This design comes from an exercise in tuning for small area on the open sky130 flow, not from production work. The RTL was checked by simulation tests, not by an equivalence proof against the original design. The clock port is modelled as an ideal driver; clocking choices that lean on that would not hold on a real chip.

== the reference run ==
==> module voter_authentication, before the edit <==
module voter_authentication(
    input wire clk,
    input wire reset,
    input wire [7:0] voter_id_input,
    input wire authenticate_voter,
    input wire system_enable,
    input wire [7:0] current_voter_id,
    output wire authenticated,
    output reg already_voted,
    output wire valid_voter
);
    reg [15:0] voted;
    wire id_ok = (voter_id_input[7:4] == 4'h1);
    wire do_auth = system_enable & authenticate_voter;
    wire [15:0] sel;
    genvar g;
    generate
        for (g = 0; g < 16; g = g + 1) begin : g_sel
            assign sel[g] = (voter_id_input[3:0] == g);
        end
    endgenerate
    assign valid_voter = (current_voter_id[7:4] == 4'h1);
    assign authenticated = valid_voter & ~already_voted;
    always @(posedge clk or posedge reset) begin
        if (reset) begin
            already_voted <= 1'b0;
            voted <= 16'd0;
        end else begin
            if (do_auth)
                already_voted <= id_ok & |(voted & sel);
            voted <= voted | ({16{do_auth & id_ok}} & sel);
        end
    end
endmodule
clock: 7.0 ns
lec_check: 0
cap_margin: 5
core_margin: 2
core_utilization: 65
slew_margin: 5
standard.sh (not shown) runs the stock make flow with config.mk's settings and CLKGATE_MAP_FILE= SYNTH_SCRIPT=/design/flow/synth_recipe.tcl, a recipe that flattens the netlist after the stock synthesis.
==> flow/flow/run.sh <==
#!/bin/bash
# Own layout flow: the standard synthesis, then an area-oriented re-mapping of
# the combinational logic (flip-flops, half adders and tie cells are kept as
# the standard synthesis made them), then the standard ORFS layout steps with
# small port buffers, one tie cell per constant, a clock tree of small buffers
# without dummy loads, and the leaf clock buffers upsized where their
# flip-flops would see a slow clock slew.
set -euo pipefail
W=$(pwd)
F=$W/flow
R=$W/orfs/results/${FLOW_PLATFORM}/digital_voting_system_top/base
LIB=$FLOW_HOME/platforms/${FLOW_PLATFORM}/lib/sky130_fd_sc_hd__tt_025C_1v80.lib

bash standard.sh synth > $W/synth.log 2>&1

cp $R/1_2_yosys.v $W/standard_1_2_yosys.v
REMAP_LIB=$LIB REMAP_TOP=$FLOW_TOP REMAP_IN=$W/standard_1_2_yosys.v \
REMAP_OUT=$W/remap.v REMAP_ABC=$F/abc_area.script \
    yosys -c $F/remap.tcl > $W/remap.log 2>&1
cp $W/remap.v $R/1_2_yosys.v
rm -f $R/1_synth.odb $R/1_synth.sdc

export BUFFER_PORTS_ARGS="-buffer_cell sky130_fd_sc_hd__buf_1"
export SKIP_REPAIR_TIE_FANOUT=1
export CTS_ARGS="-sink_clustering_enable -repair_clock_nets -dont_use_dummy_load -buf_list {sky130_fd_sc_hd__clkbuf_2 sky130_fd_sc_hd__clkbuf_4} -root_buf sky130_fd_sc_hd__clkbuf_4 -sink_clustering_size 20"
bash standard.sh cts > $W/layout_to_cts.log 2>&1

FIXCLK_RESULTS=$R FIXCLK_SLEW=0.105 FIXCLK_CELL=sky130_fd_sc_hd__clkbuf_8 \
    openroad -no_init -exit $F/fix_clk.tcl > $W/fix_clk.log 2>&1

bash standard.sh > $W/layout.log 2>&1
Other scripts of this flow, unchanged in this note and not shown: flow/flow/abc_area.script, flow/flow/fix_clk.tcl, flow/flow/remap.tcl
The reference run: done, clean on timing, DRC and antenna
Relative to the reference run, the following input files were edited for the trial run:
==> flow/design.v, changed modules only <==
module voter_authentication(
    input wire clk,
    input wire reset,
    input wire [7:0] voter_id_input,
    input wire authenticate_voter,
    input wire system_enable,
    input wire [7:0] current_voter_id,
    output wire authenticated,
    output reg already_voted,
    output wire valid_voter
);
    reg [15:0] voted;
    wire id_ok = (voter_id_input[7:4] == 4'h1);
    wire do_auth = system_enable & authenticate_voter;
    wire [3:0] lo = 4'b0001 << voter_id_input[1:0];
    wire [3:0] hi = 4'b0001 << voter_id_input[3:2];
    wire hit = do_auth & id_ok;
    wire [3:0] lo_hit = lo & {4{hit}};
    wire [3:0] grp;
    genvar g;
    generate
        for (g = 0; g < 4; g = g + 1) begin : g_grp
            assign grp[g] = |(voted[4*g +: 4] & lo);
        end
    endgenerate
    wire seen = |(grp & hi);
    assign valid_voter = (current_voter_id[7:4] == 4'h1);
    assign authenticated = valid_voter & ~already_voted;
    always @(posedge clk or posedge reset) begin
        if (reset) begin
            already_voted <= 1'b0;
            voted <= 16'd0;
        end else begin
            if (do_auth)
                already_voted <= id_ok & seen;
            voted <= voted | {{4{hi[3]}} & lo_hit, {4{hi[2]}} & lo_hit,
                              {4{hi[1]}} & lo_hit, {4{hi[0]}} & lo_hit};
        end
    end
endmodule
Notes after the runs:
The trial run falls short of the reference run in register-to-register setup slack.
Comparing the reference run and the trial run, the lower placed wire-length estimate after detailed placement is on the reference run.
Comparing non-clock buffer count for the reference run and the trial run, the smaller number came from the reference run.
The trial run against the reference run: final wirelength went up by 100 um; fmax went down about 2.8%; count of antenna diodes in the layout roughly the same; measured slew at the worst slew-check pin -72 ps.

==> what the ideal ports hide <==
The results above use ideal ports. As a check the final layouts listed here were re-extracted and re-timed, cells and wires unchanged.
Step 1 sets driving cells, clkbuf_16 on the clock port and buf_2 on the other inputs (assumed; they add their load-dependent delay and slew).
Step 2 adds t to the input delays and takes it off the output delays; t is the mean of the earliest and latest rising clock arrival at the registers after step 1. Input paths then give back, and output paths get back, about the clock's delay inside the block.
a / b / c = ideal / step 1 / step 2; a / b = the first two.
run	t (ns)	setup WS [ns]	worst data-port slew with drivers (ns)	cell pins on the clock port's net
the reference run	0.423	1.619 / 1.619 / 1.619	0.03	1
the trial run	0.424	1.466 / 1.466 / 1.466	0.03	1
After both steps setup and hold are still met in every run listed.
